Context: an optimization exercise on an open-source flow, tuned for small area. The choices shown serve that exercise and are no tape-out recipe.
Function was checked by simulation only, so behaviour that the tests miss may differ from the original.

==> flow/design.v, too long to show whole: its modules and the start of the top module <==
// module FM_demodulator: 10295 lines
module FM_demodulator
          (
           clk,
           reset,
           clk_enable,
           inp_I,
           inp_Q,
           out_fm
          );
  // ...
==> flow/run.sh <==
#!/bin/bash
# synth_recipe.tcl (not shown) runs the flow's synth.tcl, then flattens the netlist and writes it again
# the make line also repeats each setting of config.mk as NAME=value (left out here)
make -C /OpenROAD-flow-scripts/flow DESIGN_CONFIG=/design/flow/config.mk WORK_HOME=/design/flow/orfs CLKGATE_MAP_FILE= SYNTH_SCRIPT=/design/flow/synth_recipe.tcl finish
==> flow/config.mk <==
export PLATFORM = sky130hd
export DESIGN_NAME = FM_demodulator
export DESIGN_NICKNAME = FM_demodulator
export VERILOG_FILES = /design/flow/design.v
export SDC_FILE = /design/flow/constraint.sdc
export NUM_CORES = 4
export LEC_CHECK = 0
export ABC_AREA = 1
export CAP_MARGIN = 20
export CORE_MARGIN = 2
export CORE_UTILIZATION = 40
export GPL_TIMING_DRIVEN = 0
export SLEW_MARGIN = 20
==> flow/constraint.sdc <==
create_clock -name core_clock -period 25.0 [get_ports {clk}]
set_input_delay 5.0000 -clock core_clock [delete_from_list [all_inputs] [get_ports {clk}]]
set_output_delay 5.0000 -clock core_clock [all_outputs]
set_load 0.01 [all_outputs]
==> impl_metrics.yaml, run 1 <==
outcome:
  run_status: "failed layout checks"
  so_faults: "negative setup slack"
sta:
  post-route-worst-setup-slack_ns: -0.587
  finalSetupViolations: 1
  rsz0062_at_grt: "true"
  clock.fmax_mhz: 39.1
routing:
  routed-wl-met2_um: 142000
  m1WireLength_um: 133000
  dr.pass1.iters: 10
  post_detailed_route_wirelength_per_cell_um: 49.8
layout:
  utilization: 0.445
  multi_input_gate_count: 4404
  top_regs: "I1: 39 flops, Q1: 39 flops, Q2: 30 flops"
  syn_to_final_growth_pct: 10.2
  multi_input_area_share: 0.772
  seqAreaFraction: 0.0673
  largest_cell_class: "multi-input gates"
synth:
  synth.distinct_cells: 59
  synth_adder_area_share: 0.484
  synth.most_common_cell: "nand2_1"
clock_network:
  cts_root_buffer: "clkbuf_16"
setup_path:
  cp.required_ns: 25.30
  r2r_start: "Q1[5]"
  worstSetupPathType: "reg -> reg"
  slowest_delay_ns: 0.84
  worstSetupEndpointType: "flip-flop"
place:
  dp_worst_setup_slack_ns: -4.69
global_route:
  total_overflow_reported_by_the_global_router: 0
  grtUsageMet2: 0.743
floorplanning:
  ports: 94
  core.rowCount: 131
flow_run:
  maxCapViolCount: 0
min_path:
  hold_path.class: "reg -> reg"
==> inputs of run 2 (changes only) <==
--- a/flow/config.mk
+++ b/flow/config.mk
@@ -11,3 +11,2 @@
 export CORE_UTILIZATION = 40
-export GPL_TIMING_DRIVEN = 0
 export SLEW_MARGIN = 20
==> run 2 against run 1 <==
  * Routed wire length shrank 27%
  * Critical path type is now in -> reg
  * Utilization shrank 0.19 points
  * Final cell count shrank 3.5%
  * Sequential cell count is the same
  * Register-to-register slack gained 0.96 ns
  * Now clean on timing, DRC and antenna
  * Synthesized cell count is the same
  * Via count shrank 8.7%
  * Sequential share of layout area is essentially flat
  * Non-clock buffer count shrank 246
==> impl_metrics.yaml, run 2 <==
synth:
  synth_edf_count: 13
  postSynthAreaPerCell_sq_um: 8.94
  synth_instances: 5769
  post_synth_instance_area_sq_um: 51600
  synth_xor_xnor_area_share: 0.0112
  dominant_combinational_cell_family_by_area_after_synthesis: "adder cells"
  post-synth-top-area-cell: "fa_1"
  cell_types_with_the_largest_area_share_after_synthesis: "fa_1, o221ai_1, nand2_1"
  syn-num-nets: 7145
  ys_seq_elements: 150
  synth_common_cells: "nand2_1, fa_1, o221ai_1"
  synth_top_area_share: 0.453
  synth_adder_area_share: 0.484
  yosys.area_share.simple: 0.121
  synthesis.yosys.warnings: 1
  synth.most_common_cell: "nand2_1"
  synth.distinct_cells: 59
  ys_async_sr_fraction: 0.913
  muxShareOfSynthArea: 0.00136
  ys_seq_area_frac: 0.0740
  synth_compound_area_frac: 0.220
  top_flip_flop_cell_by_instance_count_after_synthesis: "dfrtp_1"
routing:
  post_detailed_route_wirelength_per_cell_um: 37.9
  vias_per_cell: 7.13
  m1WireLength_um: 95200
  routed-wl-met2_um: 109000
  dr_wl_met3_um: 46700
  postRouteAntennaNets: 0
  initialDrtViolationCount: 8765
  via_count: 52400
  detail_route.wirelength_um: 279000
  dr.pass1.iters: 9
  route.detailed.drc: 0
  top_signal_layer_used: "met5"
sta:
  fin_worst_skew_ns: 0.0210
  slew_viol_final: 0
  rsz0062_at_grt: "true"
  final-hold-violation-count: 0
  layout_min_cycle_time_ns: 24.66
  layout_worst_path_cycle_share: 0.986
  slew_headroom: 0.162
  worst_pin_slew_ns: 1.25
  clock.fmax_mhz: 40.5
  finalSetupViolations: 0
  totalNegativeSetupSlack_ns: 0
setup_path:
  worstSetupEndpointType: "flip-flop"
  worstSetupPathType: "in -> reg"
  critPathMaxFanout: 3
  cp_data_arrival_time_ns: 24.92
  cp.required_ns: 25.26
  slowest_delay_ns: 0.50
  worst_setup_path_start_kind: "input pin"
  timing.critical_path.slowest_stage_cell: "clkdlybuf4s50_1"
  critical-path-top-cell-by-count: "fa_2"
global_route:
  total_overflow_reported_by_the_global_router: 0
  grt_pass1_wl_um: 398000
  antenna_found_initial: 17
  globalRouteTotalUtil: 0.423
  grt_start_max_net_pins: 109
  number_of_global_route_vias_before_repair: 53100
min_path:
  hold_path.class: "reg -> reg"
clock_network:
  cts-root-to-sink-buffers: 2
  clock_buffers_created_by_tritoncts: 17
  worst_skew_late_latency_ns: 0.51
  tritoncts_clock_tree: "yes"
  clkSinkCount: 150
  path_clk_slew_ns: 0.07
  cts_root_buffer: "clkbuf_16"
  ctsHtreeMaxLevel: 4
layout:
  multi_input_comb_area_sq_um: 43600
  top_regs: "I1: 39 flops, Q1: 39 flops, Q2: 30 flops"
  syn_to_final_growth_pct: 9.68
  final_common_cell: "nand2_1"
  most-common-layout-cells: "nand2_1, fa_1, o221ai_1, inv_1, buf_4"
  layout-drive-gt1-share: 0.117
  utilization: 0.443
  final.fill_count: 12300
  final-seq-area_sq_um: 3820
  finish.net_count: 7043
place:
  hpwlAfterDp_um: 209000
  input_output_buffers: 93
  routability_driven_placement_congestion_ratio: 1.08
floorplanning:
  start_util: 0.404
  core.rowCount: 131
  die_h_um: 363
  ports: 94
  floorplan.die.width_um: 363
  design.core.area_sq_um: 128000
  die_area_sq_um: 132000
outcome:
  run_status: "complete, no violations"
flow_run:
  maxCapViolCount: 0
run 2: cell count changes in the layout (fill, tap and decap cells not counted), moves of 10 or more:
cell / previous run / this run
clkbuf_1: 473 / 0
buf_4: 29 / 455
buf_1: 74 / 0
clkbuf_2: 62 / 0
fa_1: 1086 / 1112
fa_2: 81 / 55
buf_2: 24 / 0
diode_2: 28 / 4
nor2_2: 12 / 31
nor2_1: 141 / 126
o221ai_1: 1047 / 1057
run 2: timing repair:
item / in CTS / in global routing
pin swaps: 16 / 24
resized for setup: 57 / 24
endpoints found under the setup margin: 3 / 1
buffers inserted: 2 / 1
hold buffers: 0 / 0
run 2: worst paths after layout:
path	start	cells past startpoint	to	slack (ns)
setup / recovery	inp_Q[7]	90	out_r[12]	0.34
hold / removal	I1[33]	2	I2[33]	0.50
setup reg to reg	Q1[0]	99	out_r[12]	0.37
hold reg to reg	I1[33]	2	I2[33]	0.50
max in group asynchronous	reset	3	Q1[15]	18.61
min in group asynchronous	reset	2	I2[26]	4.99
run 2: final cells by class:
| cell class | count | area share |
|---|---|---|
| multi-input combinational | 4404 | 0.770 |
| timing repair buffer | 552 | 0.0781 |
| sequential | 150 | 0.0675 |
| tap | 1662 | 0.0367 |
| inverter | 542 | 0.0360 |
| clock buffer | 19 | 0.00820 |
| clock inverter | 13 | 0.00345 |
| antenna | 4 | 0.000177 |
run 2: logic make-up (layout without fill, tap and decap cells):
kind of cell / Yosys count / after routing
adders and majority gates: 1295 / 1295
DFF: 150 / 150
muxes: 7 / 7
other: 0 / 4
AOI/OAI and AO/OA: 1413 / 1413
and+or+nand+nor: 1627 / 1627
buffers and inverters: 1215 / 1126
xor gates and xnor gates: 62 / 62
run 2: per-layer routing:
metal | global-route usage | vias up
li1 | - | 19800
met1 | 0.511 | 25700
met2 | 0.587 | 5163
met3 | 0.204 | 1649
met4 | 0.299 | 14
met5 | 0 | -
run 2: through the flow:
step	instances	cell area (sq um)	setup WS (ns)	hold slack, ns
after global routing	7342	56600	-0.452	0.542
after floorplan	5769	51600	0.00236	0.493
after detailed placement	7307	55600	-2.26	0.484
after CTS	7341	56500	0.0174	0.501
after global placement	7307	55600	-2.16	0.484
final	7346	56600	0.339	0.496
run 2: worst max-delay path, delay by kind of cell:
family,cells,cell delay (ns)
adders and majority gates,40,14.33
AOI/OAI and AO/OA,11,1.52
xor gates and xnor gates,7,1.21
and+or+nand+nor,27,2.06
buffers and inverters,5,0.75
==> inputs of run 3 (changes only) <==
==> flow/flow/run.sh (new file) <==
#!/bin/bash
# The standard layout (the standard.sh, all steps), with one change: the
# buffers that placement puts on the input and output ports are buf_1 cells.
set -euo pipefail
export BUFFER_PORTS_ARGS="-buffer_cell sky130_fd_sc_hd__buf_1"
bash standard.sh > "$(pwd)/standard_flow.log" 2>&1
==> flow/standard.sh (new file) <==
#!/bin/bash
# synth_recipe.tcl (not shown) runs the flow's synth.tcl, then flattens the netlist and writes it again
# the make line also repeats each setting of config.mk as NAME=value (left out here)
make -C /OpenROAD-flow-scripts/flow DESIGN_CONFIG=/design/flow/config.mk WORK_HOME=/design/flow/orfs CLKGATE_MAP_FILE= SYNTH_SCRIPT=/design/flow/synth_recipe.tcl "${@:-finish}"
removed: flow/run.sh
==> run 3 against run 2 <==
  * Utilization shrank 0.65 points
  * Global-route usage shrank 0.56 points
  * Non-clock buffer count shrank 33
  * Critical path type unchanged
==> impl_metrics.yaml, run 3 <==
outcome:
  run_status: "complete, no violations"
layout:
  utilization: 0.436
  final_common_cell: "nand2_1"
  layout-drive-gt1-share: 0.113
  most-common-layout-cells: "nand2_1, fa_1, o221ai_1, inv_1, buf_4"
  finish.net_count: 7010
  top_regs: "I1: 39 flops, Q1: 39 flops, Q2: 30 flops"
  design_area_sq_um: 55800
  syn_to_final_growth_pct: 8.09
  instances_no_fill: 7315
synth:
  synth_edf_count: 13
  synthesis.yosys.warnings: 1
  syn-num-nets: 7145
  postSynthAreaPerCell_sq_um: 8.94
  top_flip_flop_cell_by_instance_count_after_synthesis: "dfrtp_1"
  post-synth-top-area-cell: "fa_1"
  cell_types_with_the_largest_area_share_after_synthesis: "fa_1, o221ai_1, nand2_1"
  synth_instances: 5769
  synth_top_area_share: 0.453
  ys_seq_area_frac: 0.0740
  synth_common_cells: "nand2_1, fa_1, o221ai_1"
  ys_seq_elements: 150
  synth.most_common_cell: "nand2_1"
  post_synth_instance_area_sq_um: 51600
  ys_async_sr_fraction: 0.913
  synth.distinct_cells: 59
floorplanning:
  design.core.area_sq_um: 128000
  start_util: 0.404
  ports: 94
  die_h_um: 363
  die_area_sq_um: 132000
  core.rowCount: 131
  floorplan.die.width_um: 363
sta:
  clock.fmax_mhz: 41.0
  final-hold-violation-count: 0
  rsz0062_at_grt: "true"
  layout_min_cycle_time_ns: 24.39
  worst_pin_slew_ns: 1.27
  fin_worst_skew_ns: 0.0207
  slew_viol_final: 0
  post-route-worst-setup-slack_ns: 0.614
  layout_worst_path_cycle_share: 0.975
  totalNegativeSetupSlack_ns: 0
  holdWs_ns: 0.537
  slew_headroom: 0.155
  finalSetupViolations: 0
routing:
  postRouteAntennaNets: 0
  post_detailed_route_wirelength_per_cell_um: 37.5
  via_count: 52300
  detail_route.wirelength_um: 274000
  initialDrtViolationCount: 9158
  route.detailed.drc: 0
  vias_per_cell: 7.15
  dr.pass1.iters: 8
global_route:
  grt_pass1_wl_um: 394000
  globalRouteTotalUtil: 0.417
  total_overflow_reported_by_the_global_router: 0
  antenna_found_initial: 10
  number_of_global_route_vias_before_repair: 52900
  grt_start_max_net_pins: 225
setup_path:
  cp_data_arrival_time_ns: 24.63
  worstSetupPathType: "in -> reg"
  critical-path-top-cell-by-count: "fa_2"
  timing.critical_path.slowest_stage_cell: "fa_1"
  slowest_delay_ns: 0.48
  critPathMaxFanout: 36
  worst_setup_path_start_kind: "input pin"
  reg2reg_slack_ns: 0.74
  cp.required_ns: 25.25
  worstSetupEndpointType: "flip-flop"
place:
  input_output_buffers: 93
  dpl-instance-area_sq_um: 54800
  dp_worst_setup_slack_ns: -1.91
  routability_driven_placement_congestion_ratio: 1.06
  hpwlAfterDp_um: 203000
  dp.cells: 7276
clock_network:
  worst_skew_late_latency_ns: 0.50
  cts_root_buffer: "clkbuf_16"
  cts-root-to-sink-buffers: 2
  ctsHtreeMaxLevel: 4
  cts.hold.buffers_added: 0
  tritoncts_clock_tree: "yes"
  clkSinkCount: 150
  path_clk_slew_ns: 0.08
  clock_buffers_created_by_tritoncts: 17
flow_run:
  maxCapViolCount: 0
min_path:
  hold_path.class: "reg -> reg"
run 3: routing by layer:
layer | global-route usage | wire length [um] | vias up
met5 | 0.00980 | 255 | -
met4 | 0.270 | 24800 | 8
met3 | 0.214 | 47300 | 1652
met2 | 0.579 | 108000 | 5295
met1 | 0.505 | 94100 | 25600
li1 | - | - | 19800
run 3: critical path: cells and delay by family:
kind	cells	cell delay [ns]
compound gates	10	1.33
buf+inv	7	1.01
xor+xnor	7	1.19
simple gates	26	1.94
fa+ha+maj	39	14.16
run 3: repair_timing:
action / 4_1_cts / 5_1_grt
pin swaps: 9 / 23
setup buffers: 1 / 0
endpoints found under the setup margin: 3 / 2
resized for setup: 40 / 53
run 3: layout make-up:
class | instances | area, sq um
multi-input combinational | 4404 | 43600
tap | 1662 | 2080
antenna | 6 | 15.0
timing repair buffer | 519 | 3600
inverter | 542 | 2040
clock inverter | 13 | 150
clock buffer | 19 | 464
sequential | 150 | 3820
fill | 12500 | 72100
run 3: final timing paths:
| path | startpoint | endpoint | cells after the start |
|---|---|---|---|
| min in group asynchronous | reset | I2[23] | 2 |
| worst min register to register | I2[35] | I2[35] | 2 |
| worst max register to register | I1[0] | out_r[12] | 101 |
| max in group asynchronous | reset | Q1[17] | 3 |
| worst max-delay path | inp_Q[7] | out_r[12] | 89 |
| worst min-delay path | I2[35] | I2[35] | 2 |
run 3: logic make-up after synthesis:
logic type,share of synthesized area
compound gates,0.220
xor+xnor,0.0112
fa+ha+maj,0.484
buf+inv,0.0885
flops,0.0740
mux,0.00136
simple gates,0.121

[static timing again, ports no longer ideal]
Ports are ideal in the flow. The routed layouts listed here were re-timed in OpenROAD. Step 1 (the two cells are an assumption about what drives the block):
set clk [get_ports {clk}]
set_driving_cell -lib_cell sky130_fd_sc_hd__clkbuf_16 $clk
set_driving_cell -lib_cell sky130_fd_sc_hd__buf_2 [delete_from_list [all_inputs] $clk]
Step 2, shift: input delay + t, output delay - t, t = (earliest + latest rising clock arrival at the registers) / 2. This alone moves slack from input paths to output paths. a / b / c = no drivers / after step 1 / after step 2; a / b = the first two.
| run | t, ns | slack for setup (ns) | worst slew at a driven data input, ns |
|---|---|---|---|
| run 1 | 0.605 | -0.587 / -0.587 / -1.061 | 0.11 |
| run 2 | 0.574 | 0.339 / 0.369 / -0.186 | 0.09 |
| run 3 | 0.575 | 0.614 / 0.672 / 0.098 | 0.07 |
Met with ideal ports but missed after step 2: setup timing in run 2. The setup slack of run 2, which loses most, moves by +0.030 ns with the drivers and by -0.525 ns with both steps.
